This is an optimization exercise on Yosys and OpenROAD, whose aim is a short achievable clock period and few clock cycles, not a production implementation. Only simulation tests tie the RTL to the original design; equivalence was not proved. Power and IR drop assume default switching activity.

<file path="design/flow/flow/run.sh">
#!/bin/bash
set -euo pipefail
MARGIN=${MARGIN:-7}
bash standard.sh synth > log_synth.txt 2>&1
bash standard.sh SETUP_SLACK_MARGIN=$MARGIN floorplan > log_floorplan.txt 2>&1
bash standard.sh SETUP_SLACK_MARGIN=$MARGIN place > log_place.txt 2>&1
bash standard.sh SETUP_SLACK_MARGIN=$MARGIN cts > log_cts.txt 2>&1
bash standard.sh SETUP_SLACK_MARGIN=$MARGIN route > log_route.txt 2>&1
bash standard.sh SETUP_SLACK_MARGIN=$MARGIN finish > log_finish.txt 2>&1
test -f out/final.def
</file>
<file path="design/flow/standard.sh">
#!/bin/bash
# synth_recipe.tcl (not shown) runs the flow's synth.tcl, then flattens the netlist and writes it again
# the make line also repeats each setting of config.mk as NAME=value (left out here)
make -C /OpenROAD-flow-scripts/flow DESIGN_CONFIG=/design/flow/config.mk WORK_HOME=/design/flow/orfs CLKGATE_MAP_FILE= SYNTH_SCRIPT=/design/flow/synth_recipe.tcl "${@:-finish}"
</file>
<file path="design/flow/config.mk">
export PLATFORM = sky130hd
export DESIGN_NAME = cpu
export DESIGN_NICKNAME = cpu
export VERILOG_FILES = /design/flow/design.v
export SDC_FILE = /design/flow/constraint.sdc
export NUM_CORES = 4
export LEC_CHECK = 0
export CAP_MARGIN = 20
export CORE_MARGIN = 2
export CORE_UTILIZATION = 40
export PLACE_DENSITY = 0.6
export SLEW_MARGIN = 20
export TNS_END_PERCENT = 100
</file>
<file path="design/flow/constraint.sdc">
create_clock -name core_clock -period 12.0 [get_ports {clk}]
set_input_delay 2.4000 -clock core_clock [delete_from_list [all_inputs] [get_ports {clk}]]
set_output_delay 2.4000 -clock core_clock [all_outputs]
set_load 0.01 [all_outputs]
</file>
<file path="design/flow/design.v">
module cpu
(
    input   logic           clk,
    input   logic           rst,
    output  logic   [31:0]  imem_addr,
    output  logic   [3:0]   imem_rmask,
    input   logic   [31:0]  imem_rdata,
    input   logic           imem_resp,
    output  logic   [31:0]  dmem_addr,
    output  logic   [3:0]   dmem_rmask,
    output  logic   [3:0]   dmem_wmask,
    input   logic   [31:0]  dmem_rdata,
    output  logic   [31:0]  dmem_wdata,
    input   logic           dmem_resp
);
    localparam logic [6:0] OP_LUI   = 7'b0110111;
    function automatic logic [31:0] spsum(input logic [52:0] sp);
        spsum = {sp[52] ? sp[51:32] : sp[31:12], sp[11:0]};
    endfunction
    localparam logic [6:0] OP_AUIPC = 7'b0010111;
    localparam logic [6:0] OP_JAL   = 7'b1101111;
    localparam logic [6:0] OP_JALR  = 7'b1100111;
    localparam logic [6:0] OP_BR    = 7'b1100011;
    localparam logic [6:0] OP_LOAD  = 7'b0000011;
    localparam logic [6:0] OP_STORE = 7'b0100011;
    localparam logic [6:0] OP_IMM   = 7'b0010011;
    localparam logic [6:0] OP_REG   = 7'b0110011;
    logic [31:0] fpc;           
    logic        ipend;         
    logic        ikill;         
    logic [31:0] req_pc;        
    logic        bv0, bv1;      
    logic [31:0] bi0, bi1, bp0, bp1;
    logic        req_pred, bpr0, bpr1;   
    localparam int NB = 4;
    logic [NB-1:0] bt_v;
    logic [29:0]   bt_pc [NB];
    logic [29:0]   bt_tg [NB];
    logic [1:0]    bt_ptr;
    logic          al_v, al_inv;       
    logic          al_d;               
    logic [29:0]   al_pc;
    logic [52:0]   al_sp;
    localparam int NC = 4;
    logic [NC-1:0] bc_ok;
    logic [4:0]    bc_idx [NC];
    logic [31:0]   bc_val [NC];
    logic [1:0]    bc_ptr;
    logic        e_valid;
    logic [31:0] e_rs1v, e_rs2v, e_opb, e_imm, e_alt, e_pc4, e_pc;
    logic [52:0] e_bsp;
    logic [31:2] e_addr;
    logic [1:0]  e_off;
    logic [3:0]  e_wmask;
    logic        e_fm1, e_fm2, e_immb;
    logic        e_use_alt, e_sub, e_sra;
    logic [2:0]  e_f3;
    logic [4:0]  e_rd;
    logic        e_wen, e_isload, e_isstore, e_isbr, e_bpred, e_bredir, e_jalr;
    logic        e_b8;       
    logic        skip_pend;  
    logic        e_ldv;      
    logic        m_valid;
    logic [31:0] m_res;
    logic [4:0]  m_rd;
    logic        m_wen, m_isload;
    logic [2:0]  m_f3;
    logic [1:0]  m_off;
    logic        dpend;
    logic [31:0] rf [1:31];
    logic        m_wait, wb_we;
    logic [31:0] ld_shift, ld_val, wb_val;
    assign m_wait = m_valid & m_isload & ~dmem_resp;
    always_comb begin
        ld_shift = dmem_rdata >> {m_off, 3'b000};
        case (m_f3)
            3'b000:  ld_val = {{24{ld_shift[7]}}, ld_shift[7:0]};
            3'b001:  ld_val = {{16{ld_shift[15]}}, ld_shift[15:0]};
            3'b100:  ld_val = {24'd0, ld_shift[7:0]};
            3'b101:  ld_val = {16'd0, ld_shift[15:0]};
            default: ld_val = dmem_rdata;
        endcase
        wb_val = m_isload ? ld_val : m_res;
    end
    assign wb_we = m_valid & m_wen & ~m_wait;
    always_ff @(posedge clk) begin
        if (wb_we) rf[m_rd] <= wb_val;
    end
    logic [31:0] opa, ops, opb, alu_res, e_res, jagu, e_tgt;
    logic [63:0] sr64;
    logic        eq, lt, ltu, taken, e_stall, e_redirect, port_free, e_req;
    assign opa = e_fm1 ? m_res : e_rs1v;
    assign ops = e_fm2 ? m_res : e_rs2v;
    assign opb = e_immb ? e_opb : ops;
    assign sr64 = {{32{e_sra & opa[31]}}, opa} >> opb[4:0];
    always_comb begin
        case (e_f3)
            3'b000:  alu_res = e_sub ? opa - opb : opa + opb;
            3'b001:  alu_res = opa << opb[4:0];
            3'b010:  alu_res = {31'd0, (opa[31] ^ opb[31]) ? opa[31] : (opa < opb)};
            3'b011:  alu_res = {31'd0, opa < opb};
            3'b100:  alu_res = opa ^ opb;
            3'b101:  alu_res = sr64[31:0];
            3'b110:  alu_res = opa | opb;
            default: alu_res = opa & opb;
        endcase
        e_res = e_use_alt ? e_alt : alu_res;
    end
    assign jagu = opa + e_imm;
    assign eq  = (opa == ops);
    assign lt  = (opa[31] ^ ops[31]) ? opa[31] : (opa < ops);
    assign ltu = opa < ops;
    always_comb begin
        case (e_f3)
            3'b000:  taken = eq;
            3'b001:  taken = ~eq;
            3'b100:  taken = lt;
            3'b101:  taken = ~lt;
            3'b110:  taken = ltu;
            default: taken = ~ltu;
        endcase
    end
    assign port_free  = ~dpend | dmem_resp;
    assign e_stall    = m_wait | (e_valid & (e_isload | e_isstore) & ~port_free);
    assign e_req      = e_valid & (e_isload | e_isstore) & port_free;
    assign dmem_addr  = {e_addr, 2'b00};
    logic       o_r0, o_r1;
    logic [3:0] o_w0, o_w1;
    assign dmem_rmask = {3'b000, o_r0 | (o_r1 & dmem_resp)};
    assign dmem_wmask = o_w0 | (o_w1 & {4{dmem_resp}});
    always_comb begin
        case (e_f3[1:0])
            2'b00:   dmem_wdata = {4{ops[7:0]}};
            2'b01:   dmem_wdata = {2{ops[15:0]}};
            default: dmem_wdata = ops;
        endcase
    end
    assign e_redirect = e_valid & ~e_stall & (e_jalr | (e_isbr & (e_bpred ? ~taken : (e_bredir & taken))));
    logic e_skip;
    assign e_skip     = e_valid & ~e_stall & e_isbr & ~e_bpred & e_b8 & taken;
    assign e_tgt      = e_jalr ? {jagu[31:1], 1'b0} : e_bpred ? e_pc4 : spsum(e_bsp);
    logic        arriving, d_valid, d_go, d_adv, loaduse, issue, d_redir0, d_redirect;
    logic [31:0] d_inst, d_pc;
    logic [6:0]  d_op;
    logic [4:0]  d_rd, d_rs1, d_rs2;
    logic [2:0]  d_f3;
    logic        d_lui, d_auipc, d_jal, d_jalr, d_br, d_load, d_store, d_opimm, d_opreg;
    logic        d_use1, d_use2, d_wen, d_bwd, d_mem;
    logic [31:0] i_imm, s_imm, b_imm, u_imm, j_imm;
    logic [31:0] rv1_in, rv2_in, rv1_buf, rv2_buf, rv1, rv2;
    logic [31:0] d_pc4, d_alt, d_addr;
    logic [52:0] d_tsp;
    logic [3:0]  d_wmask;
    logic        jr_e, jr_m, jr_known, d_jr_fast;
    logic [52:0] jr_sp;
    logic        bc_hit, bc_busy, mem_stall;
    assign arriving = ipend & imem_resp & ~ikill;
    assign d_valid  = bv0 | arriving;
    assign d_inst   = bv0 ? bi0 : imem_rdata;
    assign d_pc     = bv0 ? bp0 : req_pc;
    logic d_pred, d_badpred;
    assign d_pred   = bv0 ? bpr0 : req_pred;
    assign d_op  = d_inst[6:0];
    assign d_rd  = d_inst[11:7];
    assign d_rs1 = d_inst[19:15];
    assign d_rs2 = d_inst[24:20];
    assign d_f3  = d_inst[14:12];
    assign d_lui   = d_op == OP_LUI;
    assign d_auipc = d_op == OP_AUIPC;
    assign d_jal   = d_op == OP_JAL;
    assign d_jalr  = d_op == OP_JALR;
    assign d_br    = d_op == OP_BR;
    assign d_load  = d_op == OP_LOAD;
    assign d_store = d_op == OP_STORE;
    assign d_opimm = d_op == OP_IMM;
    assign d_opreg = d_op == OP_REG;
    assign d_mem   = d_load | d_store;
    assign d_use1 = d_jalr | d_br | d_opimm | d_opreg;    
    assign d_use2 = d_br | d_store | d_opreg;
    assign d_wen  = (d_lui | d_auipc | d_jal | d_jalr | d_load | d_opimm | d_opreg) & (d_rd != 5'd0);
    assign d_bwd  = d_inst[31];
    assign i_imm = {{20{d_inst[31]}}, d_inst[31:20]};
    assign s_imm = {{20{d_inst[31]}}, d_inst[31:25], d_inst[11:7]};
    assign b_imm = {{19{d_inst[31]}}, d_inst[31], d_inst[7], d_inst[30:25], d_inst[11:8], 1'b0};
    assign u_imm = {d_inst[31:12], 12'd0};
    assign j_imm = {{11{d_inst[31]}}, d_inst[31], d_inst[19:12], d_inst[20], d_inst[30:21], 1'b0};
    function automatic logic [31:0] rread(input logic [4:0] s, input logic byp, input logic [31:0] bv);
        if (s == 5'd0)  rread = 32'd0;
        else if (byp)   rread = bv;
        else            rread = rf[s];
    endfunction
    wire [4:0] in_rs1  = imem_rdata[19:15];
    wire [4:0] in_rs2  = imem_rdata[24:20];
    wire [4:0] buf_rs1 = bi0[19:15];
    wire [4:0] buf_rs2 = bi0[24:20];
    wire       mbyp    = m_valid & m_wen;
    assign rv1_in  = rread(in_rs1,  mbyp & (m_rd == in_rs1),  wb_val);
    assign rv2_in  = rread(in_rs2,  mbyp & (m_rd == in_rs2),  wb_val);
    assign rv1_buf = rread(buf_rs1, mbyp & (m_rd == buf_rs1), wb_val);
    assign rv2_buf = rread(buf_rs2, mbyp & (m_rd == buf_rs2), wb_val);
    assign rv1 = bv0 ? rv1_buf : rv1_in;
    assign rv2 = bv0 ? rv2_buf : rv2_in;
    assign d_pc4  = d_pc + 32'd4;
    logic [52:0] bt_in, bt_buf, jt_in, jt_buf, d_bsp, d_jsp;
    addsp #(13) u_bt_in  (.base(req_pc), .imm({imem_rdata[31], imem_rdata[7], imem_rdata[30:25], imem_rdata[11:8], 1'b0}), .sp(bt_in));
    addsp #(13) u_bt_buf (.base(bp0),    .imm({bi0[31], bi0[7], bi0[30:25], bi0[11:8], 1'b0}), .sp(bt_buf));
    addsp #(21) u_jt_in  (.base(req_pc), .imm({imem_rdata[31], imem_rdata[19:12], imem_rdata[20], imem_rdata[30:21], 1'b0}), .sp(jt_in));
    addsp #(21) u_jt_buf (.base(bp0),    .imm({bi0[31], bi0[19:12], bi0[20], bi0[30:21], 1'b0}), .sp(jt_buf));
    assign d_bsp = bv0 ? bt_buf : bt_in;
    assign d_jsp = bv0 ? jt_buf : jt_in;
    assign d_alt  = d_lui ? u_imm : d_auipc ? d_pc + u_imm : d_pc4;
    logic [NC-1:0] bc_hitv;
    logic [31:0]   ag_il [NC], ag_is [NC], ag_bl [NC], ag_bs [NC];
    for (genvar k = 0; k < NC; k++) begin : g_ag
        assign bc_hitv[k] = bc_ok[k] & (d_rs1 == bc_idx[k]);
        addsx #(12) u_ag_il (.base(bc_val[k]), .imm(imem_rdata[31:20]), .sum(ag_il[k]));
        addsx #(12) u_ag_is (.base(bc_val[k]), .imm({imem_rdata[31:25], imem_rdata[11:7]}), .sum(ag_is[k]));
        addsx #(12) u_ag_bl (.base(bc_val[k]), .imm(bi0[31:20]), .sum(ag_bl[k]));
        addsx #(12) u_ag_bs (.base(bc_val[k]), .imm({bi0[31:25], bi0[11:7]}), .sum(ag_bs[k]));
    end
    assign bc_hit  = |bc_hitv;
    assign bc_busy = (e_valid & e_wen & (e_rd == d_rs1)) | (m_valid & m_wen & (m_rd == d_rs1));
    assign mem_stall = d_mem & ~(bc_hit & ~bc_busy);
    always_comb begin
        d_addr = 32'd0;
        for (int k = 0; k < NC; k++)
            if (bc_hitv[k]) d_addr = d_addr | (bv0 ? (d_store ? ag_bs[k] : ag_bl[k]) : (d_store ? ag_is[k] : ag_il[k]));
    end
    always_comb begin
        case (d_f3[1:0])
            2'b00:   d_wmask = 4'b0001 << d_addr[1:0];
            2'b01:   d_wmask = {d_addr[1], d_addr[1], ~d_addr[1], ~d_addr[1]};
            default: d_wmask = 4'b1111;
        endcase
    end
    assign jr_e     = e_valid & e_wen & (e_rd == d_rs1);
    assign jr_m     = m_valid & m_wen & (m_rd == d_rs1);
    assign jr_known = jr_e ? e_use_alt : (jr_m & ~m_isload);
    logic [52:0] jr_te_in, jr_tm_in, jr_te_buf, jr_tm_buf;
    addsp #(12) u_jr_te_in  (.base(e_alt), .imm(imem_rdata[31:20]), .sp(jr_te_in));
    addsp #(12) u_jr_tm_in  (.base(m_res), .imm(imem_rdata[31:20]), .sp(jr_tm_in));
    addsp #(12) u_jr_te_buf (.base(e_alt), .imm(bi0[31:20]), .sp(jr_te_buf));
    addsp #(12) u_jr_tm_buf (.base(m_res), .imm(bi0[31:20]), .sp(jr_tm_buf));
    assign jr_sp    = bv0 ? (jr_e ? jr_te_buf : jr_tm_buf) : (jr_e ? jr_te_in : jr_tm_in);
    assign d_jr_fast = d_jalr & jr_known;
    assign loaduse = e_valid & e_isload & e_wen &
                     ((d_use1 & (d_rs1 == e_rd)) | (d_use2 & (d_rs2 == e_rd)));
    assign d_go    = d_valid & ~e_stall & ~loaduse & ~mem_stall;
    logic d_drop;
    assign d_drop  = d_valid & (e_skip | skip_pend);
    assign d_adv   = d_go & ~e_redirect & ~d_drop;
    assign d_badpred  = d_pred & ~(d_jal | d_br | d_jalr);
    assign d_redir0   = d_go & ((((d_jal & (j_imm != 32'd4)) | (d_br & d_bwd)) & ~d_pred) | d_jr_fast | d_badpred);
    assign d_redirect = (d_redir0 & ~e_redirect & ~d_drop) | (d_drop & d_pred);
    assign d_tsp      = (~d_drop & d_jal) ? d_jsp : (~d_drop & d_br) ? d_bsp : (~d_drop & d_jalr) ? jr_sp :
                        {1'b0, 20'd0, d_pc4[31:12], d_pc4[11:0]};
    logic redirect;
    assign redirect   = e_redirect | d_redirect;
    assign issue      = ~bv0 & (~ipend | imem_resp);
    logic o_i0, o_i1;
    assign imem_rmask = {3'b000, o_i0 | (o_i1 & imem_resp)};
    logic        e_redir_r, d_redir_r;
    logic [31:0] e_tgt_r, d_tgt_r;
    logic [52:0] d_tsp_r;
    assign d_tgt_r    = spsum(d_tsp_r);
    assign imem_addr  = e_redir_r ? e_tgt_r : d_redir_r ? {d_tgt_r[31:2], 2'b00} : fpc;
    always_ff @(posedge clk) begin
        if (rst) begin
            fpc   <= 32'h6000_0000;
            e_redir_r <= 1'b0;
            d_redir_r <= 1'b0;
            ipend <= 1'b0;
            ikill <= 1'b0;
            bv0   <= 1'b0;
            bv1   <= 1'b0;
            o_i0  <= 1'b1;
            o_i1  <= 1'b1;
        end else begin
            e_redir_r <= e_redirect;
            d_redir_r <= d_redirect;
            fpc <= issue ? (bt_hit ? {bt_tgt, 2'b00} : imem_addr + 32'd4) : imem_addr;
            ipend <= issue | (ipend & ~imem_resp);
            ikill <= redirect ? (issue | (ipend & ~imem_resp)) : (~issue & ~imem_resp & ikill);
            bv0 <= bv0_n;
            bv1 <= bv1_n;
            o_i0 <= ~bv0_n & ~(issue | (ipend & ~imem_resp));
            o_i1 <= ~bv0_n;
        end
    end
    logic        bt_hit;
    logic [29:0] bt_tgt;
    always_comb begin
        bt_hit = 1'b0;
        bt_tgt = 30'd0;
        for (int i = 0; i < NB; i++) begin
            if (bt_v[i] && bt_pc[i] == imem_addr[31:2]) begin
                bt_hit = 1'b1;
                bt_tgt = bt_tgt | bt_tg[i];
            end
        end
    end
    logic bv0_n, bv1_n;
    always_comb begin
        bv0_n = bv0;
        bv1_n = bv1;
        if (redirect) begin
            bv0_n = 1'b0;
            bv1_n = 1'b0;
        end else if (bv0) begin
            if (d_adv | d_drop) begin
                if (bv1) bv1_n = arriving;
                else     bv0_n = arriving;
            end else if (arriving) begin
                bv1_n = 1'b1;
            end
        end else if (arriving & ~(d_adv | d_drop)) begin
            bv0_n = 1'b1;
        end
    end
    logic d_gone;    
    assign d_gone = d_go | d_drop;
    always_ff @(posedge clk) begin
        if (issue) begin
            req_pc   <= imem_addr;
            req_pred <= bt_hit;
        end
        e_tgt_r <= {e_tgt[31:2], 2'b00};
        d_tsp_r <= d_tsp;
        if (bv0 & d_gone & bv1) begin
            bi0 <= bi1; bp0 <= bp1; bpr0 <= bpr1;
        end else if (bv0 ? d_gone : ~d_gone) begin
            bi0 <= imem_rdata; bp0 <= req_pc; bpr0 <= req_pred;
        end
        if (bv0 & (~bv1 | d_gone)) begin
            bi1 <= imem_rdata; bp1 <= req_pc; bpr1 <= req_pred;
        end
    end
    always_ff @(posedge clk) begin
        if (rst) begin
            bt_v   <= '0;
            bt_ptr <= 2'd0;
            al_v   <= 1'b0;
            al_d   <= 1'b0;
        end else begin
            al_v   <= (e_redirect & e_isbr) | e_skip;
            al_inv <= e_bpred;
            al_pc  <= e_pc[31:2];
            al_sp  <= e_bsp;
            al_d   <= d_redirect & (d_jal | d_br) & ~d_pred;
            if (al_d) begin
                bt_v[bt_ptr]  <= 1'b1;
                bt_pc[bt_ptr] <= e_pc[31:2];
                bt_tg[bt_ptr] <= d_tgt_r[31:2];
                bt_ptr <= bt_ptr + 2'd1;
            end else if (al_v) begin
                if (al_inv) begin
                    for (int i = 0; i < NB; i++)
                        if (bt_pc[i] == al_pc) bt_v[i] <= 1'b0;
                end else begin
                    bt_v[bt_ptr]  <= 1'b1;
                    bt_pc[bt_ptr] <= al_pc;
                    bt_tg[bt_ptr] <= spsum(al_sp) >> 2;
                    bt_ptr <= bt_ptr + 2'd1;
                end
            end
        end
    end
    always_ff @(posedge clk) begin
        if (rst) begin
            bc_ok  <= '0;
            bc_ptr <= 2'd0;
        end else begin
            for (int k = 0; k < NC; k++)
                if (wb_we & (m_rd == bc_idx[k])) bc_val[k] <= wb_val;
            if (d_valid & d_mem & ~bc_hit) begin
                bc_ok[bc_ptr]  <= 1'b1;
                bc_idx[bc_ptr] <= d_rs1;
                bc_val[bc_ptr] <= rv1;
                bc_ptr <= bc_ptr + 2'd1;
            end
        end
    end
    logic       dpend_n, e_ldv_n;
    logic [3:0] e_wmask_n;
    assign dpend_n   = e_req | (dpend & ~dmem_resp);
    assign e_ldv_n   = e_stall ? e_ldv : (d_load & d_adv);
    assign e_wmask_n = e_stall ? e_wmask : ((d_adv & d_store) ? d_wmask : 4'b0000);
    always_ff @(posedge clk) begin
        if (rst) begin
            e_valid <= 1'b0;
            skip_pend <= 1'b0;
            e_ldv   <= 1'b0;
            e_wmask <= 4'b0000;
            m_valid <= 1'b0;
            dpend   <= 1'b0;
            o_r0    <= 1'b0;
            o_r1    <= 1'b0;
            o_w0    <= 4'b0000;
            o_w1    <= 4'b0000;
        end else begin
            dpend <= dpend_n;
            skip_pend <= (e_skip | skip_pend) & ~d_drop;
            o_r0  <= e_ldv_n & ~dpend_n;
            o_r1  <= e_ldv_n;
            o_w0  <= e_wmask_n & {4{~dpend_n}};
            o_w1  <= e_wmask_n;
            if (!m_wait) begin
                m_valid <= e_valid & ~e_stall;
                if (!e_stall) begin
                    m_res    <= e_res;
                    m_rd     <= e_rd;
                    m_wen    <= e_wen;
                    m_isload <= e_isload;
                    m_f3     <= e_f3;
                    m_off    <= e_off;
                end
            end
            if (e_stall) begin
                if (e_fm1 & ~m_wait) begin e_rs1v <= m_res; e_fm1 <= 1'b0; end
                if (e_fm2 & ~m_wait) begin e_rs2v <= m_res; e_fm2 <= 1'b0; end
            end else begin
                e_valid   <= d_adv;
                e_rs1v    <= rv1;
                e_rs2v    <= rv2;
                e_opb     <= i_imm;
                e_immb    <= ~d_opreg;
                e_imm     <= i_imm;
                e_alt     <= d_alt;
                e_bsp     <= d_bsp;
                e_pc4     <= d_pc4;
                e_addr    <= d_addr[31:2];
                e_off     <= d_addr[1:0];
                e_wmask   <= (d_adv & d_store) ? d_wmask : 4'b0000;
                e_fm1     <= e_valid & e_wen & (e_rd == d_rs1);
                e_fm2     <= e_valid & e_wen & (e_rd == d_rs2);
                e_use_alt <= d_lui | d_auipc | d_jal | d_jalr;
                e_sub     <= d_opreg & d_inst[30];
                e_sra     <= d_inst[30];
                e_f3      <= d_f3;
                e_rd      <= d_rd;
                e_wen     <= d_wen & d_adv;
                e_isload  <= d_load & d_adv;
                e_ldv     <= d_load & d_adv;
                e_isstore <= d_store & d_adv;
                e_isbr    <= d_br & d_adv;
                e_bpred   <= d_bwd | d_pred;
                e_pc      <= d_pc;
                e_bredir  <= (b_imm != 32'd4) & (b_imm != 32'd8);
                e_b8      <= b_imm == 32'd8;
                e_jalr    <= d_jalr & ~d_jr_fast & d_adv;
            end
        end
    end
endmodule
module addsx #(parameter int N = 12)
(
    input  logic [31:0]  base,
    input  logic [N-1:0] imm,
    output logic [31:0]  sum
);
    logic [N:0]      lo;
    logic [31-N:0]   hi0, hip, him;
    if (N > 12) begin : g_split
        logic [12:0]   l12;
        logic [N-12:0] m0, m1;
        assign l12 = {1'b0, base[11:0]} + {1'b0, imm[11:0]};
        assign m0  = {1'b0, base[N-1:12]} + {1'b0, imm[N-1:12]};
        assign m1  = {1'b0, base[N-1:12]} + {1'b0, imm[N-1:12]} + 1'b1;
        assign lo  = {l12[12] ? m1 : m0, l12[11:0]};
    end else begin : g_plain
        assign lo  = {1'b0, base[N-1:0]} + {1'b0, imm};
    end
    assign hi0 = base[31:N];
    assign hip = base[31:N] + 1'b1;
    assign him = base[31:N] - 1'b1;
    assign sum = {(imm[N-1] == lo[N]) ? hi0 : lo[N] ? hip : him, lo[N-1:0]};
endmodule
module addsp #(parameter int N = 12)
(
    input  logic [31:0]  base,
    input  logic [N-1:0] imm,
    output logic [52:0]  sp
);
    logic [12:0] l;
    logic [19:0] u0, u1;
    assign l = {1'b0, base[11:0]} + {1'b0, imm[11:0]};
    if (N > 13) begin : g_wide
        logic [19:0] mid;
        assign mid = {{(32-N){imm[N-1]}}, imm[N-1:12]};
        assign u0  = base[31:12] + mid;
        assign u1  = base[31:12] + mid + 1'b1;
    end else begin : g_narrow
        logic [19:0] h0, hp, hm;
        assign h0 = base[31:12];
        assign hp = base[31:12] + 1'b1;
        assign hm = base[31:12] - 1'b1;
        assign u0 = imm[N-1] ? hm : h0;
        assign u1 = imm[N-1] ? h0 : hp;
    end
    assign sp = {l[12], u1, u0, l[11:0]};
endmodule
</file>
==> out/metrics.cfg, run 1 <==
[yosys]
syn_inst=12774
synth_flop_cell=edfxtp_1
async_flop_share=0
post-synth-top-area-fraction=0.3956
ys_types=116
syn-cell-area_um2=147300
postSynthAreaPerCell_um2=11.53
synth.largest_area_cell=edfxtp_1
synth_area_leaders=edfxtp_1, mux4_2, mux2i_1, ha_1, a21oi_1
seq_area_frac_synth=0.4172
synth_edf_count=1941
synth_seq_cells=2100
yosysWarnings=5

[setup_path]
critical_path.endpoint=dmem_rmask[0]
reg2reg_to=m_res[26]
crit_start=dmem_resp
cp-end-kind=output port
worst-path-max-fanout=6
slowest_delay_ns=0.23
cp-start-kind=primary input
r2r.worst_path.cells=24
crit_type=primary input to output port
cp_cell_sequence=buf_12 -> a21o_4 -> buf_6
r2r_start=e_fm2
crit_arrival_ns=2.87
crit_required_ns=9.60
crit_slowest_cell=a21o_4
r2r_setup_slack_ns=6.75

[timing]
finalWorstSetupSlack_ns=6.727
finalCritPeriodShare=0.4394
period_minus_slack_ns=5.273
clock-skew-final_ns=0.09712
setup_tns_ns=0
hold_viol=0
final_max_slew_viol_count=0
fmax_mhz=189.6
rsz0062_at_grt=yes
tightest_slew_ns=1.197
setup_viol=0
relSlewSlack=0.2020

[die]
rows=222
initial_core_util=0.4024
coreArea_um2=366100
die_y_um=610.9
ios=176
fp.dieW_um=610.9
die_area_um2=373200

[clock_network]
clk_latency_ns=0.98
clock-root-buffer=clkbuf_16
cts-buffers-inserted=233
cts_buffer_depth=4
tritoncts=built
htree_levels=4
hold_buffers=0
clkTransAtPathRegs_ns=0.07
clock_sinks=2100

[routing]
wirelength_um=654100
route.vias.total=122628
route.met2.wl_um=279800
drt_iter0_drc=19281
route.met3.wl_um=80330
drtAntennaViolNets=0
first_pass_iters=7
topRoutingLayerUsed=met5
wl_per_cell_um=36.22
via_per_inst=6.789
drc_errors=0
met1_length_um=235000

[global_route]
grt_usage=0.3380
grt_pass1_vias=113206
grt_pass1_wl_um=896800
grt_max_degree=142
globalRoute.totalOverflow=0
antenna_found_initial=47

[cells_and_area]
final_common_cell=edfxtp_1
area_delta_synth_final_pct=17.79
multi_input_area_um2=85960
final_cell_mix=edfxtp_1, mux4_2, nor2_1, a21oi_1, nand2_1
drive_above_1_share=0.2503
nFillCells=32626
area.sequential_um2=61520
fin_nets=13565

[placed_design]
portBuffers=167
gp_congestion=1.021
dp_hpwl_um=419900
pre_cts_ws_ns=4.186

[run_status]
status=finished clean

[pwr]
power.leakage_nw=61.02
power.density_nw_per_um2=150.4
ir_drop_uv=136.0

[hold_path]
holdCritPathClass=flip-flop to flip-flop

[job]
max_cap_viol_count=0

[worst min-delay path by stage]
stage,start,cells past startpoint,endpoint
floorplan,e_off[0],0,m_off[0]
global placement,e_off[1],0,m_off[1]
detailed placement,e_off[1],0,m_off[1]
CTS,e_pc[25],0,al_pc[23]
global route,e_bsp[37],0,al_sp[37]
finish,e_off[1],0,m_off[1]
[metrics by stage]
stage / instances / hold WS [ns] / power [mW] / util / instance area (µm²)
after global routing: 18044 / 0.4422 / 26.75 / 0.4739 / 173500
after floorplan: 12781 / 0.4003 / 14.44 / - / 148500
final: 18062 / 0.4252 / 26.09 / 0.4740 / 173500
after detailed placement: 17101 / 0.4220 / 17.55 / 0.4240 / 155200
after CTS: 17882 / 0.4390 / 25.49 / 0.4644 / 170000
after global placement: 17101 / 0.4088 / 17.53 / 0.4240 / 155200
[per-layer routing]
layer | track usage | vias up
met2 | 0.4987 | 9294
met5 | 0 | -
li1 | - | 50381
met4 | 0.2406 | 32
met1 | 0.4330 | 60720
met3 | 0.08534 | 2201
[cell type report]
class	count	area share
Inverter	312	0.007397
Clock inverter	145	0.008998
Tap cell	4816	0.03472
Timing Repair Buffer	987	0.06299
Multi-Input combinational cell	9385	0.4953
Antenna cell	26	0.0003749
Sequential cell	2100	0.3545
Clock buffer	291	0.03573
[repair_timing]
item / in CTS / in global routing
buffers inserted: 296 / 137
resized for setup: 934 / 483
gates cloned: 49 / 16
pin swaps: 124 / 173
endpoints found under the setup margin: 1003 / 547
[sequential cells by signal, summed over array words and instances, names as in the netlist, 32 cells and up, named ones only]
signal	flops
e_bsp	51
bi0	32
e_rs1v	32
req_pc	32
m_res	32
bi1	32
e_rs2v	32
bt_pc	120
d_tsp_r	51
bt_tg	120
fpc	32
e_alt	32
bp0	32
bp1	32
al_sp	51
rf	992
bc_val	128
[logic make-up after synthesis]
logic type               synth area share
flip-flops                         0.4172
XOR/XNOR                          0.05469
multiplexers                       0.2278
buffers and inverters             0.03516
AND/OR/NAND/NOR                   0.09140
adder cells (fa/ha/maj)           0.04187
AO/OA/AOI/OAI                      0.1318
other                          0.00002545
[critical path, delay by kind of cell]
| kind | cells | cell delay [ns] |
|---|---|---|
| AO/OA/AOI/OAI | 1 | 0.23 |
| buffers and inverters | 2 | 0.24 |
[Yosys cell counts, drive strengths merged (91+ instances only)]
cell / number
nor3: 232
a21oi: 951
ha: 453
a211oi: 149
nor2: 1022
nand4: 94
a21o: 144
xor2: 440
nand3: 198
clkbuf: 678
mux4: 1053
nor4: 99
buf: 318
nand2: 779
edfxtp: 1941
and3: 95
nor2b: 91
a31oi: 100
xnor2: 480
o21ai: 711
a22oi: 142
o211ai: 136
dfxtp: 159
mux2i: 690
inv: 307
mux2: 256
[power breakdown]
group | switching [mW] | internal (mW)
sequential | 0.692 | 8.64
clock | 3.24 | 4.20
combinational | 5.62 | 3.71
total | 9.55 | 16.5
Testbench counts, summed over its fixed seeds: cycles 17,606.
==> run 2, diff against run 1 <==
--- a/design/flow/design.v
+++ b/design/flow/design.v
@@ -256,19 +256,27 @@
                         {1'b0, 20'd0, d_pc4[31:12], d_pc4[11:0]};
     logic redirect;
     assign redirect   = e_redirect | d_redirect;
-    assign issue      = ~bv0 & (~ipend | imem_resp);
+    assign issue      = ~ipend ? (~bv0 | ~bv1) : (imem_resp & ~bv0);
     logic o_i0, o_i1;
     assign imem_rmask = {3'b000, o_i0 | (o_i1 & imem_resp)};
     logic        e_redir_r, d_redir_r;
     logic [31:0] e_tgt_r, d_tgt_r;
     logic [52:0] d_tsp_r;
     assign d_tgt_r    = spsum(d_tsp_r);
-    assign imem_addr  = e_redir_r ? e_tgt_r : d_redir_r ? {d_tgt_r[31:2], 2'b00} : fpc;
+    logic        s_e, s_d1, s_d0, s_f;
+    assign imem_addr  = ({32{s_e}} & e_tgt_r) |
+                        ({32{s_d1}} & {d_tsp_r[51:32], d_tsp_r[11:2], 2'b00}) |
+                        ({32{s_d0}} & {d_tsp_r[31:12], d_tsp_r[11:2], 2'b00}) |
+                        ({32{s_f}} & fpc);
     always_ff @(posedge clk) begin
         if (rst) begin
             fpc   <= 32'h6000_0000;
             e_redir_r <= 1'b0;
             d_redir_r <= 1'b0;
+            s_e  <= 1'b0;
+            s_d1 <= 1'b0;
+            s_d0 <= 1'b0;
+            s_f  <= 1'b1;
             ipend <= 1'b0;
             ikill <= 1'b0;
             bv0   <= 1'b0;
@@ -278,12 +286,16 @@
         end else begin
             e_redir_r <= e_redirect;
             d_redir_r <= d_redirect;
+            s_e  <= e_redirect;
+            s_d1 <= d_redirect & ~e_redirect & d_tsp[52];
+            s_d0 <= d_redirect & ~e_redirect & ~d_tsp[52];
+            s_f  <= ~(e_redirect | d_redirect);
             fpc <= issue ? (bt_hit ? {bt_tgt, 2'b00} : imem_addr + 32'd4) : imem_addr;
             ipend <= issue | (ipend & ~imem_resp);
             ikill <= redirect ? (issue | (ipend & ~imem_resp)) : (~issue & ~imem_resp & ikill);
             bv0 <= bv0_n;
             bv1 <= bv1_n;
-            o_i0 <= ~bv0_n & ~(issue | (ipend & ~imem_resp));
+            o_i0 <= (~bv0_n | ~bv1_n) & ~(issue | (ipend & ~imem_resp));
             o_i1 <= ~bv0_n;
         end
     end
==> out/metrics.cfg, run 2 <==
[die]
fp.dieW_um=609.6  ; -0.22%
die_area_um2=371600  ; -0.43%
die_y_um=609.6  ; -0.22%
coreArea_um2=365300  ; -0.23%
rows=222  ; unchanged
initial_core_util=0.4016  ; -0.0008460
ios=176  ; unchanged

[setup_path]
crit_type=primary input to output port
worstSetupPathDepth=3  ; unchanged
crit_family=buffers and inverters
cp-end-kind=output port
slowest_delay_ns=0.25  ; +0.02 ns
cp-start-kind=primary input
r2r.worst_path.cells=22  ; -8.3%
crit_slowest_cell=a21o_4
critPathBufInv=2  ; unchanged
worst-path-max-fanout=6  ; unchanged
crit_required_ns=9.60  ; about the same
cp_cell_sequence=buf_12 -> a21o_4 -> buf_6
crit_arrival_ns=2.91  ; +0.04 ns

[yosys]
ys_types=122  ; +5.2%
async_flop_share=0  ; unchanged
syn-cell-area_um2=146700  ; -0.44%
postSynthAreaPerCell_um2=11.60  ; +0.55%
seq_area_frac_synth=0.4193  ; +0.002106
synth_area_leaders=edfxtp_1, mux4_2, mux2i_1, ha_1, a21oi_1
yosysWarnings=5  ; unchanged
synth_flop_cell=edfxtp_1
synth.largest_area_cell=edfxtp_1
post-synth-top-area-fraction=0.3973  ; +0.001738
synth_edf_count=1941  ; unchanged
syn_inst=12648  ; -0.99%
netlist_top_cells_count=edfxtp_1, mux4_2, nor2_1
synth_seq_cells=2102  ; +0.095%
synth.most_common_cell=edfxtp_1

[cells_and_area]
drive_above_1_share=0.2343  ; -0.01604
largest_reg_flops=992  ; unchanged
final_common_cell=edfxtp_1
max_flop_register=rf
final_cell_mix=edfxtp_1, mux4_2, nor2_1, a21oi_1, nand2_1
reg_top3=rf: 992 flops, bc_val: 128 flops
fin_util=0.4638  ; -0.01024
fin_nets=13356  ; -1.5%
area_delta_synth_final_pct=15.49

[routing]
first_pass_iters=9  ; +2
drtAntennaViolNets=0  ; unchanged
drt_iter0_drc=20354  ; +5.6%
route.met2.wl_um=274600  ; -1.8%
wirelength_um=647500  ; -1.0%
drc_errors=0  ; unchanged
route.vias.total=121726  ; -0.74%
route.met3.wl_um=84180  ; +4.8%
wl_per_cell_um=36.29  ; +0.21%
topRoutingLayerUsed=met5
met1_length_um=228900  ; -2.6%
via_per_inst=6.822  ; +0.48%

[timing]
setup_tns_ns=0  ; unchanged
final_max_slew_viol_count=0  ; unchanged
setup_viol=0  ; unchanged
holdWs_ns=0.4178  ; -0.007384 ns
clock-skew-final_ns=0.1249  ; +0.02779 ns
tightest_slew_ns=1.279  ; +0.08152 ns
period_minus_slack_ns=5.307  ; +0.03381 ns
fmax_mhz=188.4  ; -0.64%
relSlewSlack=0.1450  ; -0.05699
rsz0062_at_grt=yes
hold_viol=0  ; unchanged
finalCritPeriodShare=0.4422  ; +0.002817
finalWorstSetupSlack_ns=6.693  ; -0.03381 ns

[clock_network]
clk_latency_ns=0.97  ; about the same
tritoncts=built
htree_levels=4  ; unchanged
cts-buffers-inserted=230  ; -1.3%
cts_buffer_depth=4  ; unchanged
clock-root-buffer=clkbuf_16
clock_sinks=2102  ; +0.095%
clkTransAtPathRegs_ns=0.06  ; about the same

[placed_design]
gp_congestion=1.074  ; +5.2%
dp_hpwl_um=420600  ; +0.15%
portBuffers=167  ; unchanged
pre_cts_ws_ns=4.565  ; +0.3791 ns

[global_route]
antenna_found_initial=57  ; +21%
globalRoute.totalOverflow=0  ; unchanged
grt_pass1_vias=111528  ; -1.5%
grt_pass1_wl_um=885200  ; -1.3%
grt_max_degree=164  ; +15%
grt_usage=0.3359  ; -0.002060

[job]
max_cap_viol_count=0  ; unchanged

[pwr]
ir_drop_uv=130.3  ; -4.2%
power.leakage_nw=59.34  ; -2.7%
p_total_mw=24.23  ; -7.2%
power.density_nw_per_um2=143.0  ; -4.9%

[hold_path]
holdCritPathClass=flip-flop to flip-flop
holdPathStages=0  ; unchanged

[run_status]
status=finished clean

==> run 2: cell types whose count changed in the layout (fill, tap and decap cells not counted), moves of 40 or more <==
cell,previous run,this run
o21ai_0,613,537
mux2_4,109,38
nand2_1,753,693
a211oi_1,124,182
mux2_2,148,205
xnor2_1,469,418
buf_6,112,65
nor4_1,85,128
a21oi_1,872,913
a22oi_1,127,167
==> run 2: cell families after synthesis <==
family          count (synthesis)  share of synthesized area
buf+inv                      1313                    0.03582
xor+xnor                      868                    0.05188
flops                        2102                     0.4193
compound gates               2980                     0.1297
other cells                     1                 0.00002556
fa+ha+maj                     479                    0.04212
simple gates                 2922                    0.09353
mux                          1983                     0.2276
==> run 2: what timing repair did <==
item,4_1_cts,5_1_grt
setup endpoints to repair,1503,561
buffers inserted,204,113
hold endpoints to repair,0,0
hold buffers,0,0
cloned,32,21
pin swaps,81,107
gates resized for setup,684,325
==> run 2: where the power goes <==
part | leakage (nW) | total (mW) | switching, mW | internal (mW)
Clock | 3.70 | 7.35 | 3.16 | 4.19
Sequential | 19.4 | 9.07 | 0.523 | 8.55
Combinational | 36.3 | 7.80 | 4.80 | 3.00
Total | 59.3 | 24.2 | 8.48 | 15.7
==> run 2: final cells by class <==
class | instances | area, µm²
Fill cell | 32745 | 195900
Inverter | 335 | 1368
Clock inverter | 133 | 1375
Timing Repair Buffer | 885 | 9419
Multi-Input combinational cell | 9249 | 83390
Antenna cell | 33 | 82.58
Clock buffer | 283 | 6162
Timing Repair inverter | 7 | 35.03
Sequential cell | 2102 | 61560
Tap cell | 4816 | 6026
==> run 2: path summary, 6_finish.rpt <==
kind | slack [ns] | to | from
min | 0.42 | m_off[0] | e_off[0]
max | 6.69 | dmem_rmask[0] | dmem_resp
min reg2reg | 0.42 | m_off[0] | e_off[0]
max reg2reg | 6.91 | m_res[25] | e_fm2
==> run 2: layer usage <==
layer  global-route usage  vias up
met5             0.005295        -
met4               0.2521       46
met3              0.09843     2187
met2               0.4870     9429
met1               0.4234    60227
li1                     -    49837
==> run 2: per-stage QoR <==
step                      cell area [µm²]  cells
final                              169400  17843
after global routing               169400  17819
after CTS                          166600  17673
after detailed placement           154500  17021
after global placement             154400  17019
after floorplan                    147600  12655
Testbench counts of run 2, summed over its fixed seeds: cycles 17,261.
==> run 3, diff against run 2 <==
--- a/design/flow/design.v
+++ b/design/flow/design.v
@@ -58,6 +58,8 @@
     logic [4:0]  e_rd;
     logic        e_wen, e_isload, e_isstore, e_isbr, e_bpred, e_bredir, e_jalr;
     logic        e_b8;       
+    logic        e_isaddi;   
+    logic [31:0] e_nimm;
     logic        skip_pend;  
     logic        e_ldv;      
     logic        m_valid;
@@ -250,9 +252,16 @@
     assign d_drop  = d_valid & (e_skip | skip_pend);
     assign d_adv   = d_go & ~e_redirect & ~d_drop;
     assign d_badpred  = d_pred & ~(d_jal | d_br | d_jalr);
-    assign d_redir0   = d_go & ((((d_jal & (j_imm != 32'd4)) | (d_br & d_bwd)) & ~d_pred) | d_jr_fast | d_badpred);
-    assign d_redirect = (d_redir0 & ~e_redirect & ~d_drop) | (d_drop & d_pred);
-    assign d_tsp      = (~d_drop & d_jal) ? d_jsp : (~d_drop & d_br) ? d_bsp : (~d_drop & d_jalr) ? jr_sp :
+    logic e_zero, d_ebr_nt;
+    assign e_zero   = (opa == e_nimm);
+    assign d_ebr_nt = d_br & (d_f3[2:1] == 2'b00) & e_valid & e_wen & e_isaddi &
+                      (((d_rs2 == 5'd0) & (d_rs1 == e_rd)) | ((d_rs1 == 5'd0) & (d_rs2 == e_rd))) &
+                      (d_f3[0] ? e_zero : ~e_zero);
+    assign d_redir0   = d_go & ((((d_jal & (j_imm != 32'd4)) | (d_br & d_bwd & ~d_ebr_nt)) & ~d_pred) | d_jr_fast | d_badpred);
+    logic d_redir_p4;
+    assign d_redir_p4 = d_pred & (d_drop | (d_go & ~e_redirect & d_br & d_ebr_nt));
+    assign d_redirect = (d_redir0 & ~e_redirect & ~d_drop) | d_redir_p4;
+    assign d_tsp      = d_jal ? d_jsp : d_br ? d_bsp : d_jalr ? jr_sp :
                         {1'b0, 20'd0, d_pc4[31:12], d_pc4[11:0]};
     logic redirect;
     assign redirect   = e_redirect | d_redirect;
@@ -263,10 +272,12 @@
     logic [31:0] e_tgt_r, d_tgt_r;
     logic [52:0] d_tsp_r;
     assign d_tgt_r    = spsum(d_tsp_r);
-    logic        s_e, s_d1, s_d0, s_f;
+    logic        s_e, s_d1, s_d0, s_p4, s_f;
+    logic [31:0] d_pc4_r;
     assign imem_addr  = ({32{s_e}} & e_tgt_r) |
                         ({32{s_d1}} & {d_tsp_r[51:32], d_tsp_r[11:2], 2'b00}) |
                         ({32{s_d0}} & {d_tsp_r[31:12], d_tsp_r[11:2], 2'b00}) |
+                        ({32{s_p4}} & {d_pc4_r[31:2], 2'b00}) |
                         ({32{s_f}} & fpc);
     always_ff @(posedge clk) begin
         if (rst) begin
@@ -276,6 +287,7 @@
             s_e  <= 1'b0;
             s_d1 <= 1'b0;
             s_d0 <= 1'b0;
+            s_p4 <= 1'b0;
             s_f  <= 1'b1;
             ipend <= 1'b0;
             ikill <= 1'b0;
@@ -287,8 +299,9 @@
             e_redir_r <= e_redirect;
             d_redir_r <= d_redirect;
             s_e  <= e_redirect;
-            s_d1 <= d_redirect & ~e_redirect & d_tsp[52];
-            s_d0 <= d_redirect & ~e_redirect & ~d_tsp[52];
+            s_d1 <= d_redirect & ~e_redirect & ~d_redir_p4 & d_tsp[52];
+            s_d0 <= d_redirect & ~e_redirect & ~d_redir_p4 & ~d_tsp[52];
+            s_p4 <= d_redir_p4 & ~e_redirect;
             s_f  <= ~(e_redirect | d_redirect);
             fpc <= issue ? (bt_hit ? {bt_tgt, 2'b00} : imem_addr + 32'd4) : imem_addr;
             ipend <= issue | (ipend & ~imem_resp);
@@ -338,6 +351,7 @@
         end
         e_tgt_r <= {e_tgt[31:2], 2'b00};
         d_tsp_r <= d_tsp;
+        d_pc4_r <= d_pc4;
         if (bv0 & d_gone & bv1) begin
             bi0 <= bi1; bp0 <= bp1; bpr0 <= bpr1;
         end else if (bv0 ? d_gone : ~d_gone) begin
@@ -455,7 +469,9 @@
                 e_ldv     <= d_load & d_adv;
                 e_isstore <= d_store & d_adv;
                 e_isbr    <= d_br & d_adv;
-                e_bpred   <= d_bwd | d_pred;
+                e_bpred   <= (d_bwd | d_pred) & ~d_ebr_nt;
+                e_isaddi  <= d_opimm & (d_f3 == 3'b000);
+                e_nimm    <= 32'd0 - i_imm;
                 e_pc      <= d_pc;
                 e_bredir  <= (b_imm != 32'd4) & (b_imm != 32'd8);
                 e_b8      <= b_imm == 32'd8;
==> out/metrics.cfg, run 3 <==
[yosys]
syn-cell-area_um2=147700  ; +0.67%
synth_compound_area_frac=0.1329  ; +0.003242
yosysWarnings=5  ; unchanged
syn_inst=12919  ; +2.1%
postSynthAreaPerCell_um2=11.43  ; -1.4%
synth.largest_area_cell=edfxtp_1
post-synth-top-area-fraction=0.3973  ; about the same
synth_area_leaders=edfxtp_1, mux4_2, mux2i_1, ha_1, a21oi_1
synthMuxAreaShare=0.2193  ; -0.008329
synth_adder_area_share=0.04203  ; -0.00009267
synth_flop_cell=edfxtp_1
async_flop_share=0  ; unchanged
synth_top_family_by_area=multiplexers
ys_types=105  ; -14%
seq_area_frac_synth=0.4234  ; +0.004068
synth_seq_cells=2146  ; +2.1%
synth-xor-area-share=0.05135  ; -0.0005217
synth.most_common_cell=edfxtp_1
netlist_top_cells_count=edfxtp_1, nor2_1, mux4_2
synth-simple-area-share=0.09524  ; +0.001710
synth_edf_count=1954  ; +0.67%

[clock_network]
clkTransAtPathRegs_ns=0.06  ; about the same
clock_sinks=2146  ; +2.1%
tritoncts=built
hold_buffers=0  ; unchanged
clock-root-buffer=clkbuf_16
cts_buffer_depth=4  ; unchanged
htree_levels=4  ; unchanged
clk_latency_ns=1.04  ; +0.07 ns
cts-buffers-inserted=242  ; +5.2%

[timing]
hold_viol=0  ; unchanged
relSlewSlack=0.1551  ; +0.01011
finalCritPeriodShare=0.4428  ; +0.0005733
setup_tns_ns=0  ; unchanged
fmax_mhz=188.2  ; -0.13%
clock-skew-final_ns=0.1341  ; +0.009194 ns
tightest_slew_ns=1.260  ; -0.01881 ns
period_minus_slack_ns=5.314  ; +0.006880 ns
rsz0062_at_grt=yes
setup_viol=0  ; unchanged
final_max_slew_viol_count=0  ; unchanged

[die]
die_y_um=611.6  ; +0.33%
fp.dieW_um=611.6  ; +0.33%
initial_core_util=0.4009  ; -0.0006587
rows=223  ; +0.45%
ios=176  ; unchanged
coreArea_um2=368300  ; +0.83%
die_area_um2=374000  ; +0.66%

[global_route]
grt_pass1_wl_um=892000  ; +0.77%
grt_max_degree=186  ; +13%
globalRoute.totalOverflow=0  ; unchanged
grt_pass1_vias=113881  ; +2.1%
antenna_found_initial=40  ; -30%
grt_usage=0.3361  ; about the same

[routing]
drt_iter0_drc=19369  ; -4.8%
wirelength_um=654200  ; +1.0%
route.vias.total=122772  ; +0.86%
via_per_inst=6.750  ; -1.1%
first_pass_iters=8  ; -1
drtAntennaViolNets=0  ; unchanged
wl_per_cell_um=35.96  ; -0.90%
drc_errors=0  ; unchanged

[pwr]
p_total_mw=25.37  ; +4.7%
power.density_nw_per_um2=147.1  ; +2.9%
ir_drop_uv=149.3  ; +15%
power.leakage_nw=60.81  ; +2.5%

[cells_and_area]
nFillCells=33151  ; +1.2%
multi_input_area_um2=84560  ; +1.4%
drive_above_1_share=0.2442  ; +0.009904
max_flop_register=rf
final_common_cell=edfxtp_1
area_delta_synth_final_pct=16.79
largest_reg_flops=992  ; unchanged
fin_nets=13667  ; +2.3%
reg_top3=rf: 992 flops, bc_val: 128 flops
final_cell_mix=edfxtp_1, mux4_2, nor2_1, a21oi_1, nand2_1
area.sequential_um2=62580  ; +1.7%

[job]
max_cap_viol_count=0  ; unchanged

[setup_path]
crit_type=primary input to output port
crit_required_ns=9.60  ; about the same
worst-path-max-fanout=2  ; -4
cp-end-kind=output port
crit_arrival_ns=2.91  ; about the same
cp-start-kind=primary input

[placed_design]
dp_hpwl_um=427400  ; +1.6%
gp_congestion=1.058  ; -1.5%
portBuffers=167  ; unchanged

[run_status]
status=finished clean

[hold_path]
holdCritPathClass=flip-flop to flip-flop

==> run 3: changes by cell type after synthesis, moves of 24 or more <==
cell,delta
o22ai_1,+32
nor2_1,+44
buf_2,-30
xor2_1,-24
clkbuf_1,+56
a21o_1,+34
inv_1,+25
nor2b_1,+31
nand2_1,+29
a22oi_1,-49
mux2i_1,-79
dfxtp_1,+31
o21ai_0,+209
==> run 3: cell families (layout without fill, tap and decap cells) <==
family                   after synthesis  count (layout)
AND/OR/NAND/NOR                     3018            3021
flip-flops                          2146            2146
AO/OA/AOI/OAI                       3155            3157
other                                  1              33
XOR/XNOR                             865             865
adder cells (fa/ha/maj)              481             481
multiplexers                        1896            1898
buffers and inverters               1357            1751
==> run 3: worst paths after layout <==
check | startpoint | end | slack, ns | cells after the start
min | e_bsp[12] | al_sp[12] | 0.40 | 0
min reg2reg | e_bsp[12] | al_sp[12] | 0.40 | 0
max | imem_resp | imem_rmask[0] | 6.69 | 3
max reg2reg | e_fm2 | m_res[30] | 6.89 | 18
==> run 3: repair_timing <==
item	in CTS	in global routing
resized for setup	853	463
setup buffers	252	134
pin swaps	121	171
setup endpoints to repair	1393	549
gates cloned	43	17
endpoints found under the hold margin	0	0
==> run 3: cell type report <==
| class | instances | share of cell area |
|---|---|---|
| Sequential cell | 2146 | 0.3628 |
| Inverter | 361 | 0.008996 |
| Clock buffer | 299 | 0.03786 |
| Clock inverter | 154 | 0.009235 |
| Tap cell | 4837 | 0.03509 |
| Timing Repair Buffer | 918 | 0.05473 |
| Multi-Input combinational cell | 9430 | 0.4903 |
| Timing Repair inverter | 19 | 0.0005949 |
| Antenna cell | 25 | 0.0003627 |
==> run 3: through the flow <==
step                hold WS (ns)  worst slack (ns)  instance area [µm²]  std cells    util
global placement          0.4047             4.279               155400      17263  0.4219
CTS                       0.3850             6.677               169000      18011  0.4588
floorplan                 0.4003             4.742               148700      12926       -
finish                    0.3963             6.686               172500      18189  0.4683
detailed placement        0.4177             4.280               155400      17263  0.4219
global route              0.3976             6.706               172400      18173  0.4682
==> run 3: critical path: stages <==
cell	delay (ns)
buf_12	0.12
a21o_4	0.25
buf_6	0.14
==> run 3: power breakdown <==
| part | internal [mW] | switching (mW) |
|---|---|---|
| Sequential | 8.75 | 0.531 |
| Combinational | 3.19 | 5.16 |
| Clock | 4.41 | 3.35 |
==> run 3: routing by layer <==
layer  part of all wire  track usage  vias up
li1                   -            -    50750
met1               0.35       0.4199    60678
met2               0.42       0.4933     9195
met3               0.13       0.1063     2137
met4              0.087       0.2357       12
met5            0.00037     0.003745        -
Testbench counts of run 3, summed over its fixed seeds: cycles 17,053.
==> run 4, diff against run 3 <==
--- a/design/flow/flow/run.sh
+++ b/design/flow/flow/run.sh
@@ -1,6 +1,6 @@
 #!/bin/bash
 set -euo pipefail
-MARGIN=${MARGIN:-7}
+MARGIN=${MARGIN:-8}
 bash standard.sh synth > log_synth.txt 2>&1
 bash standard.sh SETUP_SLACK_MARGIN=$MARGIN floorplan > log_floorplan.txt 2>&1
 bash standard.sh SETUP_SLACK_MARGIN=$MARGIN place > log_place.txt 2>&1
==> out/metrics.cfg, run 4 <==
[setup_path]
r2r_start=e_fm2
crit_family=buffers and inverters
crit_type=flip-flop to output port
cp-start-kind=flip-flop
crit_start=e_fm2
crit_arrival_ns=3.01  ; +0.10 ns
cp_cell_sequence=buf_12 -> buf_4 -> mux2i_4 -> nand2_1 -> a21oi_2 -> a21oi_4 -> dlygate4sd2_1
crit_slowest_cell=edfxtp_1
slowest_delay_ns=0.40  ; +0.15 ns
worst-path-max-fanout=13  ; +11
crit_required_ns=9.60  ; about the same
cp-end-kind=output port
critPathBufInv=3  ; +1

[timing]
fmax_mhz=184.9  ; -1.7%
setup_viol=0  ; unchanged
final_max_slew_viol_count=0  ; unchanged
hold_viol=0  ; unchanged
period_minus_slack_ns=5.407  ; +0.09347 ns
relSlewSlack=0.1754  ; +0.02032
clock-skew-final_ns=0.1397  ; +0.005597 ns
tightest_slew_ns=1.237  ; -0.02288 ns
finalCritPeriodShare=0.4506  ; +0.007789
setup_tns_ns=0  ; unchanged
rsz0062_at_grt=yes

[pwr]
ir_drop_uv=127.6  ; -15%
pwr-share-comb=0.362  ; +0.033
pwr-share-seq=0.348  ; -0.018
power.density_nw_per_um2=139.7  ; -5.0%
switching_share=0.3629  ; +0.006857
clock_power_share=0.290  ; -0.016
internal_power_mw=17.08  ; +4.5%
p_sw_mw=9.730  ; +7.7%
power.leakage_nw=68.87  ; +13%

[clock_network]
htree_levels=4  ; unchanged
clkTransAtPathRegs_ns=0.07  ; about the same
hold_buffers=0  ; unchanged
clock_sinks=2146  ; unchanged
clock-root-buffer=clkbuf_16
tritoncts=built
cts-buffers-inserted=241  ; -0.41%
cts_buffer_depth=4  ; unchanged
clk_latency_ns=1.05  ; about the same

[global_route]
grt_pass1_wl_um=975100  ; +9.3%
globalRoute.totalOverflow=0  ; unchanged
grt_max_degree=115  ; -38%
grt_pass1_vias=121343  ; +6.6%
grt_usage=0.3716  ; +0.03550
antenna_found_initial=42  ; +5.0%

[routing]
wl_per_cell_um=38.28  ; +6.4%
via_per_inst=6.936  ; +2.8%
drt_iter0_drc=22569  ; +17%
first_pass_iters=9  ; +1
drtAntennaViolNets=0  ; unchanged
route.vias.total=132317  ; +7.8%
wirelength_um=730200  ; +12%
drc_errors=0  ; unchanged

[yosys]
yosysWarnings=5  ; unchanged
synth_edf_count=1954  ; unchanged
async_flop_share=0  ; unchanged
synth.most_common_cell=edfxtp_1
synth_area_leaders=edfxtp_1, mux4_2, mux2i_1, ha_1, a21oi_1
seq_area_frac_synth=0.4234  ; unchanged
syn-cell-area_um2=147700  ; unchanged
ys_types=105  ; unchanged
syn_inst=12919  ; unchanged
synth_seq_cells=2146  ; unchanged
netlist_top_cells_count=edfxtp_1, nor2_1, mux4_2
synth.largest_area_cell=edfxtp_1
synth_flop_cell=edfxtp_1
post-synth-top-area-fraction=0.3973  ; unchanged
postSynthAreaPerCell_um2=11.43  ; unchanged

[die]
coreArea_um2=368300  ; unchanged
ios=176  ; unchanged
initial_core_util=0.4009  ; unchanged
rows=223  ; unchanged
fp.dieW_um=611.6  ; unchanged
die_y_um=611.6  ; unchanged
die_area_um2=374000  ; unchanged

[cells_and_area]
nFillCells=30793  ; -7.1%
fin_nets=14543  ; +6.4%
final_common_cell=edfxtp_1
reg_top3=rf: 992 flops, bc_val: 128 flops
max_flop_register=rf
final_cell_mix=edfxtp_1, mux4_2, nor2_1, buf_4, a21oi_1
finalNonFillerCells=19076  ; +4.9%
largest_reg_flops=992  ; unchanged
drive_above_1_share=0.3528  ; +0.1086
area_delta_synth_final_pct=29.96

[placed_design]
place_inst=17279  ; +0.093%
portBuffers=167  ; unchanged
gp_congestion=1.026  ; -3.0%
dp_hpwl_um=431800  ; +1.0%

[job]
max_cap_viol_count=0  ; unchanged

[hold_path]
holdCritPathClass=flip-flop to flip-flop
min-delay-start=e_bsp[20]

[run_status]
status=finished clean

==> run 4: layout make-up <==
class / count / area, µm² / share of cell area
diodes: 41 / 102.6 / 0.0005346
clock buffers: 299 / 6411 / 0.03341
clock inverters: 148 / 1628 / 0.008482
inverters: 361 / 1712 / 0.008919
multi-input cells: 9452 / 90970 / 0.4740
flip-flops and latches: 2146 / 62580 / 0.3261
well taps: 4837 / 6052 / 0.03154
repair buffers: 1768 / 22270 / 0.1160
repair inverters: 24 / 188.9 / 0.0009845
==> run 4: path summary, 6_finish.rpt <==
| kind | depth (start not counted) | slack, ns | to |
|---|---|---|---|
| min | 0 | 0.40 | al_sp[20] |
| max | 7 | 6.59 | dmem_wdata[31] |
| max reg2reg | 21 | 6.76 | m_res[24] |
| min reg2reg | 0 | 0.40 | al_sp[20] |
==> run 4: power groups by stage <==
stage          combinational, mW  sequential, mW  clock [mW]
3_5_place_dp                7.22            9.46           0
3_3_place_gp                7.21            9.46           0
5_1_grt                     9.96            9.32        8.03
4_1_cts                     8.69            9.28        7.73
6_report                    9.72            9.32        7.77
2_1_floorplan               4.80            9.05           0
==> run 4: worst register-to-register path, cell delays in order (launching register included) <==
cell and delay (ns):
edfxtp_1 0.40, buf_12 0.18, mux2i_1 0.22, buf_4 0.23
clkinvlp_4 0.17, mux2i_4 0.19, buf_12 0.16, inv_1 0.06
buf_8 0.18, fa_2 0.43, a21o_1 0.18, a21o_1 0.18
a21oi_2 0.18, o211ai_1 0.15, a41o_2 0.38, a41o_4 0.34
a31o_2 0.30, a2111oi_4 0.36, a2111oi_2 0.07, xnor2_1 0.16
o21ai_0 0.13, a22o_1 0.23
==> run 4: stage by stage <==
stage | hold WS (ns) | total power, mW | instance area, µm² | util | setup slack, ns
floorplan | 0.4003 | 13.85 | 148000 | - | 4.742
global placement | 0.4136 | 16.67 | 155100 | 0.4212 | 3.978
detailed placement | 0.4217 | 16.67 | 155200 | 0.4214 | 3.888
CTS | 0.3933 | 25.70 | 183500 | 0.4984 | 6.668
global route | 0.4148 | 27.32 | 191900 | 0.5209 | 6.624
finish | 0.3974 | 26.81 | 191900 | 0.5211 | 6.593
==> run 4: what timing repair did <==
item,CTS,global route
cloned,188,38
gates resized for setup,2692,1154
setup buffers,763,319
pin swaps,600,539
setup endpoints to repair,2979,1512
==> run 4: layer usage <==
| metal | up-vias | GRT usage | wire length [µm] |
|---|---|---|---|
| met4 | 16 | 0.2908 | 73310 |
| met2 | 11707 | 0.5299 | 300700 |
| met5 | - | 0.0002583 | 117 |
| met3 | 2987 | 0.1375 | 109200 |
| met1 | 65051 | 0.4531 | 246900 |
| li1 | 52556 | - | - |
==> run 4: cells by family (layout without fill, tap and decap cells) <==
family                     count (synthesis)  in the layout  share of synthesized area
DFF                                     2146           2146                     0.4234
muxes                                   1896           1898                     0.2193
adders and majority gates                481            481                    0.04203
xor gates and xnor gates                 865            865                    0.05135
buffers and inverters                   1357           2600                    0.03575
and+or+nand+nor                         3018           3044                    0.09524
AOI/OAI and AO/OA                       3155           3156                     0.1329
other                                      1             49                 0.00002539

-- static timing again, ports no longer ideal --
Ports are ideal in the flow. The routed layouts listed here were re-timed in OpenROAD.
Step 1 (the two cells are an assumption about what drives the block):
set clk [get_ports {clk}]
set_driving_cell -lib_cell sky130_fd_sc_hd__clkbuf_16 $clk
set_driving_cell -lib_cell sky130_fd_sc_hd__buf_2 [delete_from_list [all_inputs] $clk]
Step 2 moves the port delays by t, midway between the first and last clock arrival at a register: inputs arrive t later, outputs are due t later. That takes back most of the time a late clock gives input paths.
Three values: no drivers, after step 1, after step 2; two values: the first two.
run | t, ns | setup slack, ns | latest minus earliest clock arrival (ns)
run 1 | 1.030 | 6.727 / 6.612 / 5.664 | 0.111 / 0.110
run 2 | 1.028 | 6.693 / 6.554 / 5.561 | 0.125 / 0.125
run 3 | 1.080 | 6.686 / 6.585 / 5.694 | 0.134 / 0.135
run 4 | 1.099 | 6.593 / 6.480 / 5.763 | 0.143 / 0.143
After both steps setup and hold are still met in every run listed. For run 2, which loses most, drivers alone change the setup slack by -0.139 ns; drivers and shift together by -1.132 ns.
